This is an optimization exercise on Yosys and OpenROAD, whose aim is small area and a short achievable clock period, not a production implementation.
RTL that was checked went through simulation tests only; none was proved equivalent to the original.
The clock port is modelled as an ideal driver; clocking choices that lean on that would not hold on a real chip.

## addmuladd_3_stage_signed_18_bit_xor_reduction
module addmuladd_3_stage_signed_18_bit_xor_reduction(
	input signed [17:0] a,
	input signed [17:0] b,
	input signed [17:0] c,
	input signed [17:0] d,
	output [17:0] out,
	input clk);
	wire [17:0] h = a ^ d;
	wire [18:0] k = {a & d, 1'b0};
	wire [9:0] t, one, two, neg;
	assign t[0] = 1'b0;
	assign t[1] = h[1] | k[1] | (h[0] & k[0]);
	assign one[0] = (h[0] & ~k[0] & ~h[1] & ~k[1] & ~t[0]) | (~h[0] & k[0] & ~h[1] & ~k[1] & ~t[0]) | (h[0] & ~k[0] & h[1] & ~k[1] & ~t[0]) | (~h[0] & k[0] & h[1] & ~k[1] & ~t[0]) | (h[0] & ~k[0] & ~h[1] & k[1] & ~t[0]) | (~h[0] & k[0] & ~h[1] & k[1] & ~t[0]) | (h[0] & ~k[0] & h[1] & k[1] & ~t[0]) | (~h[0] & k[0] & h[1] & k[1] & ~t[0]) | (~h[0] & ~k[0] & ~h[1] & ~k[1] & t[0]) | (h[0] & k[0] & ~h[1] & ~k[1] & t[0]) | (~h[0] & ~k[0] & h[1] & ~k[1] & t[0]) | (h[0] & k[0] & h[1] & ~k[1] & t[0]) | (~h[0] & ~k[0] & ~h[1] & k[1] & t[0]) | (h[0] & k[0] & ~h[1] & k[1] & t[0]) | (~h[0] & ~k[0] & h[1] & k[1] & t[0]);
	assign two[0] = (h[0] & k[0] & ~h[1] & ~k[1] & ~t[0]) | (~h[0] & ~k[0] & h[1] & ~k[1] & ~t[0]) | (~h[0] & ~k[0] & ~h[1] & k[1] & ~t[0]) | (h[0] & k[0] & h[1] & k[1] & ~t[0]) | (h[0] & ~k[0] & ~h[1] & ~k[1] & t[0]) | (~h[0] & k[0] & ~h[1] & ~k[1] & t[0]) | (h[0] & ~k[0] & h[1] & k[1] & t[0]) | (~h[0] & k[0] & h[1] & k[1] & t[0]);
  ...
Size: ~1700 cells after synthesis, roughly 91 I/O pins, ~14000 um2 of cells after synthesis.
Settings: LEC_CHECK=0, ABC_AREA=1, CAP_MARGIN=20, CORE_MARGIN=2, CORE_UTILIZATION=40, CTS_BUF_LIST=sky130_fd_sc_hd__clkbuf_4 sky130_fd_sc_hd__clkbuf_8, SLEW_MARGIN=20; clock period 10.0 ns.
standard.sh (not shown) runs the stock make flow with config.mk's settings and CLKGATE_MAP_FILE= SYNTH_SCRIPT=/design/flow/synth_recipe.tcl, a recipe that flattens the netlist after the stock synthesis.
==> flow/flow/run.sh <==
#!/bin/bash
# The standard layout (standard.sh), with these changes:
#  - after the standard synthesis, inverters around full-adder cells are removed by
#    flipping the polarity of full adders (invopt.py); registers are not touched;
#  - ports are buffered with buf_1 cells (the resizer upsizes them where timing needs it);
#  - timing repair aims at a larger setup margin than the design's clock needs, so
#    the layout is optimised for the period it achieves.
set -euo pipefail
MARGIN=6.5
R=$PWD/orfs/results/sky130hd/addmuladd_3_stage_signed_18_bit_xor_reduction/base
bash standard.sh $R/1_2_yosys.v > synth.log 2>&1
cp $R/1_2_yosys.v $R/1_2_yosys_std.v
python3 flow/invopt.py $R/1_2_yosys_std.v $R/1_2_yosys.v > invopt.log 2>&1
bash standard.sh SETUP_SLACK_MARGIN=$MARGIN "BUFFER_PORTS_ARGS=-buffer_cell sky130_fd_sc_hd__buf_1" finish > layout.log 2>&1
Other scripts of this flow, unchanged in this note and not shown: flow/flow/invopt.py
==> next run, changes <==
--- a/flow/flow/run.sh
+++ b/flow/flow/run.sh
@@ -9 +9 @@
-MARGIN=6.5
+MARGIN=6.8
What happened: Design area came out higher by 1.0%. Wire length came out higher by 2.5%.
No run of this note included a check of the RTL's function; only the layout flow was run.

========
Setup of run 1:
addmuladd_3_stage_signed_18_bit_xor_reduction, a different RTL version from the one above (not shown whole).
Size in the first run: roughly 1600 cells after synthesis.
// addmuladd_3_stage_signed_18_bit_xor_reduction
module addmuladd_3_stage_signed_18_bit_xor_reduction(
	input signed [17:0] a,
	input signed [17:0] b,
	input signed [17:0] c,
	input signed [17:0] d,
	output [17:0] out,
	input clk);
export LEC_CHECK = 0
export ABC_AREA = 1
export CAP_MARGIN = 20
export CORE_MARGIN = 2
export CORE_UTILIZATION = 40
export CTS_BUF_LIST = sky130_fd_sc_hd__clkbuf_4 sky130_fd_sc_hd__clkbuf_8
export SLEW_MARGIN = 20
create_clock -name core_clock -period 10.0 [get_ports {clk}]
==> flow/flow/run.sh <==
#!/bin/bash
# The standard layout (standard.sh), with these changes:
#  - after the standard synthesis, inverters around full-adder cells are removed by
#    flipping the polarity of full adders (invopt2.py); registers are not touched;
#  - ports are buffered with buf_1 cells (the resizer upsizes them where timing needs it);
#  - timing repair aims at a larger setup margin than the design's clock needs, so
#    the layout is optimised for the period it achieves.
set -euo pipefail
MARGIN=6.8
R=$PWD/orfs/results/sky130hd/addmuladd_3_stage_signed_18_bit_xor_reduction/base
bash standard.sh $R/1_2_yosys.v > synth.log 2>&1
cp $R/1_2_yosys.v $R/1_2_yosys_std.v
python3 flow/invopt2.py $R/1_2_yosys_std.v $R/1_2_yosys.v > invopt.log 2>&1
bash standard.sh SETUP_SLACK_MARGIN=$MARGIN "BUFFER_PORTS_ARGS=-buffer_cell sky130_fd_sc_hd__buf_1" finish > layout.log 2>&1
Other scripts of this flow, unchanged in this note and not shown: flow/flow/invopt2.py
The inputs of run 2 differ from those of run 1 as listed below.
-- flow/flow/run.sh --
<<< run 1, line 8
set -euo pipefail
MARGIN=6.8
R=$PWD/orfs/results/sky130hd/addmuladd_3_stage_signed_18_bit_xor_reduction/base
>>> run 2, line 8
set -euo pipefail
MARGIN=7.0
R=$PWD/orfs/results/sky130hd/addmuladd_3_stage_signed_18_bit_xor_reduction/base
Notes after the runs:
- Run 2 vs. run 1: part of the cycle the worst path needs now larger; post-CTS setup buffer count now larger; wire length of the first global-routing pass now larger.
- Worst setup path endpoint: sn_r[18] -> run 2, sn_r[6] -> run 1
- Sequential cell count: run 1 vs run 2 identical
Function was not checked in any run of this note: the RTL went through the layout flow alone.

========
Setup of v40:
addmuladd_3_stage_signed_18_bit_xor_reduction, a different RTL version from the one above (not shown whole).
Size: ~1500 cells after synthesis, about 91 I/O pins, about 13000 um^2 of cells after synthesis.
export LEC_CHECK = 0
export ABC_AREA = 1
export CAP_MARGIN = 20
export CORE_MARGIN = 2
export CORE_UTILIZATION = 55
export CTS_BUF_LIST = sky130_fd_sc_hd__clkbuf_4 sky130_fd_sc_hd__clkbuf_8
export SLEW_MARGIN = 20
create_clock -name core_clock -period 10.0 [get_ports {clk}]
==> flow/flow/run.sh <==
#!/bin/bash
# The standard layout (standard.sh), with these changes:
#  - after the standard synthesis, inverters around full-adder cells are removed by
#    flipping the polarity of full adders (invopt2.py); registers are not touched;
#  - ports are buffered with buf_1 cells (the resizer upsizes them where timing needs it);
#  - timing repair aims at a larger setup margin than the design's clock needs, so
#    the layout is optimised for the period it achieves.
set -euo pipefail
MARGIN=6.8
R=$PWD/orfs/results/sky130hd/addmuladd_3_stage_signed_18_bit_xor_reduction/base
bash standard.sh $R/1_2_yosys.v > synth.log 2>&1
cp $R/1_2_yosys.v $R/1_2_yosys_std.v
python3 flow/invopt2.py $R/1_2_yosys_std.v $R/1_2_yosys.v > invopt.log 2>&1
bash standard.sh SETUP_SLACK_MARGIN=$MARGIN "BUFFER_PORTS_ARGS=-buffer_cell sky130_fd_sc_hd__buf_1" finish > layout.log 2>&1
Other scripts of this flow, unchanged in this note and not shown: flow/flow/invopt2.py
Setup changes, v40 to v48
- CORE_UTILIZATION now 40, was 55
### Flow results
- Between v48 and v40, the DRC violation total after the first TritonRoute iteration is higher for v48.
- v48 ends up with a number of gates resized after cts that is 3 higher than in v40.
- Between v40 and v48, met2 layer wire length in the routed design decreased.
- Of v48 and v40, the run reporting the higher wire length the detailed router placed on met1 was v48.
- Final cell count: v48 > v40
- In the reports for v48 and v40, the larger final period demand of the worst path belongs to v40.
Inputs modified between v48 and v21:
--- a/flow/flow/run.sh
+++ b/flow/flow/run.sh
@@ -9 +9 @@
-MARGIN=6.8
+MARGIN=7.0
### Flow results
- When v21 is measured against v48, its clock tree cell share of total cell area turns out 0.25 points higher.
- Taking v48 as the reference, in v21 fraction of area in non-clock buffers went up, relative area change from synthesis to final layout went up 2.6 points, portion of the clock cycle consumed by the worst path in the final layout held steady, biggest fanout along the worst timing path went down by 17.
- Placement-stage worst setup slack, v21 and v48, lower one = v21.
- Going from v48 to v21, sink count of the clock tree now sits at about the same level, count of filler cells inserted in the layout now sits lower.
Changes in v5 relative to v21:
--- a/flow/flow/run.sh
+++ b/flow/flow/run.sh
@@ -9 +9 @@
-MARGIN=7.0
+MARGIN=6.8
@@ -14 +14 @@
-bash standard.sh SETUP_SLACK_MARGIN=$MARGIN "BUFFER_PORTS_ARGS=-buffer_cell sky130_fd_sc_hd__buf_1" finish > layout.log 2>&1
+bash standard.sh PRE_CTS_TCL=$PWD/flow/pre_cts.tcl SETUP_SLACK_MARGIN=$MARGIN "BUFFER_PORTS_ARGS=-buffer_cell sky130_fd_sc_hd__buf_1" finish > layout.log 2>&1
==> flow/flow/pre_cts.tcl (new file) <==
set_max_fanout 10 [current_design]
repair_design
## What came out
v5 ended up with a lower fraction of layout cells with a size suffix above 1 than v21 did. Changes observed in v5 relative to v21: post-route cell area moved up, peak per-stage delay on the critical path moved down, CTS buffer count moved up. Compared to v21, v5 has number of optimization iterations in the first detailed-route pass 1 lower. Taking v21 as the reference, in v5 final cycle utilization of the critical path went up by 0.22 points, count of nets after finishing went up by about 6%, detailed-route wire length went up by 12%.
#### Input delta (v35 over v5)
--- a/flow/flow/run.sh
+++ b/flow/flow/run.sh
@@ -9 +9 @@
-MARGIN=6.8
+MARGIN=6.6
@@ -14 +14 @@
-bash standard.sh PRE_CTS_TCL=$PWD/flow/pre_cts.tcl SETUP_SLACK_MARGIN=$MARGIN "BUFFER_PORTS_ARGS=-buffer_cell sky130_fd_sc_hd__buf_1" finish > layout.log 2>&1
+bash standard.sh SETUP_SLACK_MARGIN=$MARGIN "BUFFER_PORTS_ARGS=-buffer_cell sky130_fd_sc_hd__buf_1" finish > layout.log 2>&1
removed: flow/flow/pre_cts.tcl
--- outcome ---
In the tables for v5 and v35, count of clock-buffer cells in the layout reads higher with v5.
Core utilization: v35 lower than v5
In the metrics for v5 and v35, the one carrying the lower final cell count is v35.
In v35 the vias per cell turned out 1.8% lower than in v5.

========
cedar:
addmuladd_3_stage_signed_18_bit_xor_reduction, a different RTL version from the one above (not shown whole).
export LEC_CHECK = 0
export ABC_AREA = 1
export CAP_MARGIN = 20
export CORE_MARGIN = 2
export CORE_UTILIZATION = 40
export SLEW_MARGIN = 20
create_clock -name core_clock -period 10.0 [get_ports {clk}]
==> flow/flow/run.sh <==
#!/bin/bash
# The standard layout, with two changes:
#  - after the standard synthesis, inverters around full-adder cells are removed by
#    flipping the polarity of full adders (invopt.py; registers are not touched);
#  - timing repair aims at a larger setup margin than the design's clock needs.
set -euo pipefail
MARGIN=6.5
R=$PWD/orfs/results/sky130hd/addmuladd_3_stage_signed_18_bit_xor_reduction/base
bash standard.sh $R/1_2_yosys.v > synth.log 2>&1
cp $R/1_2_yosys.v $R/1_2_yosys_std.v
python3 flow/invopt.py $R/1_2_yosys_std.v $R/1_2_yosys.v > invopt.log 2>&1
bash standard.sh SETUP_SLACK_MARGIN=$MARGIN finish > layout.log 2>&1
==> flow/flow/invopt.py <==
#!/usr/bin/env python3
"""Remove inverters around full adders in a flat Yosys netlist.

A full adder is self-dual: FA(~a, ~b, ~c) = (~sum, ~cout). Flipping a full adder
(feeding it the complements of its inputs and taking the complements of its outputs)
leaves the function of the netlist unchanged. Greedily flip the sky130 fa cells
where this lowers the number of inverter cells. Registers are left untouched.
usage: invopt.py IN.v OUT.v
"""
import re, sys

src = open(sys.argv[1]).read()
m_first = re.search(r'^\s*sky130_fd_sc_hd__\w+\s', src, re.M)
m_end = src.rfind('endmodule')
head = src[:m_first.start()]
cell_txt = src[m_first.start():m_end]
assert 'assign' not in cell_txt, 'assign statements are not handled'

cell_re = re.compile(r'(sky130_fd_sc_hd__\w+)\s+(\\\S+\s|\S+)\s*\((.*?)\);', re.S)
pin_re = re.compile(r'\.(\w+)\(\s*(\\\S+\s|[^()\s]+)\s*\)')
OUTPINS = {'X', 'Y', 'Q', 'Q_N', 'SUM', 'COUT', 'HI', 'LO'}

cells = {}   # name -> [type, {pin: net}]
order = []
for m in cell_re.finditer(cell_txt):
    typ, name, body = m.group(1), m.group(2).strip(), m.group(3)
    pins = {p: n.strip() for p, n in pin_re.findall(body)}
    cells[name] = [typ, pins]
    order.append(name)

# ports and other fixed loads
ports_out = set()
for m in re.finditer(r'^\s*output\s+(\[(\d+):(\d+)\]\s*)?(\S+);', head, re.M):
    if m.group(1):
        hi, lo = int(m.group(2)), int(m.group(3))
        for i in range(min(hi, lo), max(hi, lo) + 1): ports_out.add(f"{m.group(4)}[{i}]")
    else:
        ports_out.add(m.group(4))

def is_inv(t): return re.match(r'sky130_fd_sc_hd__(clk)?inv_\d+$', t) is not None
def is_fa(t): return re.match(r'sky130_fd_sc_hd__fa_\d+$', t) is not None

driver = {}
loads = {}
def rebuild():
    driver.clear(); loads.clear()
    for name, (typ, pins) in cells.items():
        for p, n in pins.items():
            if p in OUTPINS: driver[n] = (name, p)
            else: loads.setdefault(n, []).append((name, p))
rebuild()

def nloads(n):
    return len(loads.get(n, [])) + (1 if n in ports_out else 0)

newid = [0]
new_wires = []
def fresh():
    newid[0] += 1
    n = f"_invopt_{newid[0]}_"
    new_wires.append(n)
    return n

def connect(cell, pin, net):
    old = cells[cell][1][pin]
    if old == net: return
    loads[old].remove((cell, pin))
    cells[cell][1][pin] = net
    loads.setdefault(net, []).append((cell, pin))

def inverted_of(net):
    """Net carrying ~net, and the number of inverters this adds (0 or 1)."""
    d = driver.get(net)
    if d and is_inv(cells[d[0]][0]):
        return cells[d[0]][1]['A'], 0
    for (c, p) in loads.get(net, []):
        if is_inv(cells[c][0]):
            return cells[c][1]['Y'], 0
    return None, 1

def add_inv(a, y):
    newid[0] += 1
    name = f"_invopt_cell_{newid[0]}_"
    cells[name] = ['sky130_fd_sc_hd__inv_1', {'A': a, 'Y': y}]
    order.append(name)
    driver[y] = (name, 'Y')
    loads.setdefault(a, []).append((name, 'A'))

def remove_dead_invs():
    removed = 0
    changed = True
    while changed:
        changed = False
        for name in list(cells):
            typ, pins = cells[name]
            if is_inv(typ) and nloads(pins['Y']) == 0:
                loads[pins['A']].remove((name, 'A'))
                del driver[pins['Y']]
                del cells[name]
                removed += 1
                changed = True
    return removed

def count_invs():
    return sum(1 for t, _ in cells.values() if is_inv(t))

def flip_cost(f):
    """Estimated change in inverter count if full adder f is flipped."""
    typ, pins = cells[f]
    delta = 0
    seen = {}
    for p in ('A', 'B', 'CIN'):
        n = pins[p]
        if n in seen: continue
        seen[n] = 1
        d = driver.get(n)
        if d and is_inv(cells[d[0]][0]):
            users = sum(1 for q in ('A', 'B', 'CIN') if pins[q] == n)
            if nloads(n) == users: delta -= 1
        else:
            _, c = inverted_of(n)
            delta += c
    for p in ('SUM', 'COUT'):
        n = pins[p]
        ls = loads.get(n, [])
        inv_loads = [c for c, q in ls if is_inv(cells[c][0]) and cells[c][1]['Y'] not in ports_out]
        others = len(ls) - len(inv_loads) + (1 if n in ports_out else 0)
        delta -= len(inv_loads)
        if others: delta += 1
    return delta

def flip(f):
    typ, pins = cells[f]
    for p in ('A', 'B', 'CIN'):
        n = pins[p]
        m, c = inverted_of(n)
        if m is None:
            m = fresh()
            add_inv(n, m)
        connect(f, p, m)
    for p in ('SUM', 'COUT'):
        n = pins[p]
        ls = list(loads.get(n, []))
        inv_loads = [c for c, q in ls if is_inv(cells[c][0]) and cells[c][1]['Y'] not in ports_out]
        others = [(c, q) for c, q in ls if c not in inv_loads]
        newn = fresh()
        del driver[n]
        pins[p] = newn
        driver[newn] = (f, p)
        # inverters on the old output now just pass the new output through
        for ic in inv_loads:
            y = cells[ic][1]['Y']
            for (c, q) in list(loads.get(y, [])):
                connect(c, q, newn)
            if y in ports_out:
                # keep the inverter's output net (port); drive it from newn via a buffer-free path:
                # leave the inverter, it now must invert the new net twice -> keep original structure
                pass
        if others or n in ports_out:
            add_inv(newn, n)
        else:
            loads.pop(n, None)
        for ic in inv_loads:
            y = cells[ic][1]['Y']
            if y in ports_out:
                continue
            # the inverter reads the old net n; drop it
            if ic in cells:
                a = cells[ic][1]['A']
                if (ic, 'A') in loads.get(a, []): loads[a].remove((ic, 'A'))
                del driver[y]
                del cells[ic]
    remove_dead_invs()

before = count_invs()
remove_dead_invs()
fas = [n for n in order if n in cells and is_fa(cells[n][0])]
for it in range(10):
    improved = 0
    for f in fas:
        if flip_cost(f) < 0:
            b = count_invs()
            flip(f)
            a = count_invs()
            improved += b - a
    if improved <= 0: break
after = count_invs()
sys.stderr.write(f"invopt: inverters {before} -> {after}\n")

def fmt(n): return n + ' ' if n.startswith('\\') else n
out = [head.rstrip('\n') + '\n']
for w in new_wires:
    out.append(f"  wire {w};\n")
for name in order:
    if name not in cells: continue
    typ, pins = cells[name]
    pl = ",\n".join(f"    .{p}({fmt(n)})" for p, n in pins.items())
    out.append(f"  {typ} {fmt(name)} (\n{pl}\n  );\n")
out.append("endmodule\n")
open(sys.argv[2], 'w').write(''.join(out))
cedar: done, clean on timing, DRC and antenna
### cedar -> violet
- CTS_BUF_LIST newly set to sky130_fd_sc_hd__clkbuf_4 sky130_fd_sc_hd__clkbuf_8
==> flow/flow/run.sh <==
#!/bin/bash
# The standard layout (standard.sh), with these changes:
#  - after the standard synthesis, inverters around full-adder cells are removed by
#    flipping the polarity of full adders (invopt.py); registers are not touched;
#  - ports are buffered with buf_1 cells (the resizer upsizes them where timing needs it);
#  - timing repair aims at a larger setup margin than the design's clock needs, so
#    the layout is optimised for the period it achieves.
set -euo pipefail
MARGIN=6.5
R=$PWD/orfs/results/sky130hd/addmuladd_3_stage_signed_18_bit_xor_reduction/base
bash standard.sh $R/1_2_yosys.v > synth.log 2>&1
cp $R/1_2_yosys.v $R/1_2_yosys_std.v
python3 flow/invopt.py $R/1_2_yosys_std.v $R/1_2_yosys.v > invopt.log 2>&1
bash standard.sh SETUP_SLACK_MARGIN=$MARGIN "BUFFER_PORTS_ARGS=-buffer_cell sky130_fd_sc_hd__buf_1" finish > layout.log 2>&1
-- flow/flow/invopt.py --
<<< cedar, line 175
>>> violet, line 175
XOR_TOGGLE = {}
for k in ('xor2', 'xor3'):
    for sz in ('1', '2', '4'):
        XOR_TOGGLE[f'sky130_fd_sc_hd__{k}_{sz}'] = f'sky130_fd_sc_hd__x{"n" + k[1:]}_{sz}'
        XOR_TOGGLE[f'sky130_fd_sc_hd__x{"n" + k[1:]}_{sz}'] = f'sky130_fd_sc_hd__{k}_{sz}'

def outpin(t):
    return 'Y' if re.match(r'sky130_fd_sc_hd__xnor2_', t) else 'X'

def toggle(x):
    typ, pins = cells[x]
    o = outpin(typ)
    net = pins.pop(o)
    cells[x][0] = XOR_TOGGLE[typ]
    o2 = outpin(cells[x][0])
    pins[o2] = net
    driver[net] = (x, o2)

def absorb_xor():
    """Fold inverters into xor/xnor gates that drive them or that they drive."""
    n = 0
    for name in list(cells):
        if name not in cells: continue
        typ, pins = cells[name]
        if not is_inv(typ): continue
        a, y = pins['A'], pins['Y']
        if y in ports_out: continue
        d = driver.get(a)
        # xor gate driving only this inverter: toggle it and drop the inverter
        if d and cells[d[0]][0] in XOR_TOGGLE and nloads(a) == 1:
            x = d[0]
            loads[a].remove((name, 'A'))
            del driver[y]
            del cells[name]
            cells[x][1][d[1]] = y
            del driver[a]
            driver[y] = (x, d[1])
            toggle(x)
            n += 1
            continue
        # xor gates read the inverter's output: read its input and toggle
        for (c, p) in list(loads.get(y, [])):
            if cells[c][0] in XOR_TOGGLE:
                toggle(c)
                connect(c, p, a)
                n += 1
    remove_dead_invs()
    return n

<<< cedar, line 186
>>> violet, line 235
    b = count_invs()
    absorb_xor()
    improved += b - count_invs()
Findings:
Compared to cedar, violet was floorplanned on a smaller die. Between violet and cedar, it is violet whose worst setup slack is lower, by 0.023 ns. Diff cedar -> violet: non-clock buffer count in the final layout -14; worst hold slack +0.0088 ns. Delta (violet minus cedar): total detailed-routing wirelength shows a reduction of 2.9%, finished layout cell area shows a reduction of 6.3%.

## afterwards: timing with drivers on the ports
In the flow no input, the clock included, has a driving cell. The finished layouts below were timed again as built, in two steps.
Step 1 sets driving cells, clkbuf_16 on the clock port and buf_2 on the other inputs (assumed; they add their load-dependent delay and slew).
Step 2, shift: input delay + t, output delay - t, t = (earliest + latest rising clock arrival at the registers) / 2. This alone moves slack from input paths to output paths.
Three values: ideal ports, drivers, drivers and shift; two values: the first two.
run	t, ns	setup WS [ns]	worst setup path after step 2	worst slew at a driven data input, ns
the first run of note 1	0.530	6.660 / 6.616 / 6.518	input to register	0.04
the second run of note 1	0.533	6.722 / 6.681 / 6.560	input to register	0.04
run 1	0.525	6.749 / 6.769 / 6.244	input to register	0.05
run 2	0.514	6.689 / 6.697 / 6.182	input to register	0.05
v40	0.501	6.806 / 6.806 / 6.339	input to register	0.04
v48	0.510	6.830 / 6.830 / 6.352	input to register	0.05
v21	0.506	6.818 / 6.818 / 6.374	input to register	0.06
v5	0.614	6.796 / 6.796 / 6.290	input to register	0.05
v35	0.506	6.661 / 6.661 / 6.279	input to register	0.05
cedar	0.483	6.605 / 6.586 / 6.163	input to register	0.06
violet	0.512	6.582 / 6.582 / 6.108	input to register	0.06
After both steps every run listed still meets setup and hold. For run 2, which loses most, drivers alone change the setup slack by +0.008 ns; drivers and shift together by -0.507 ns.
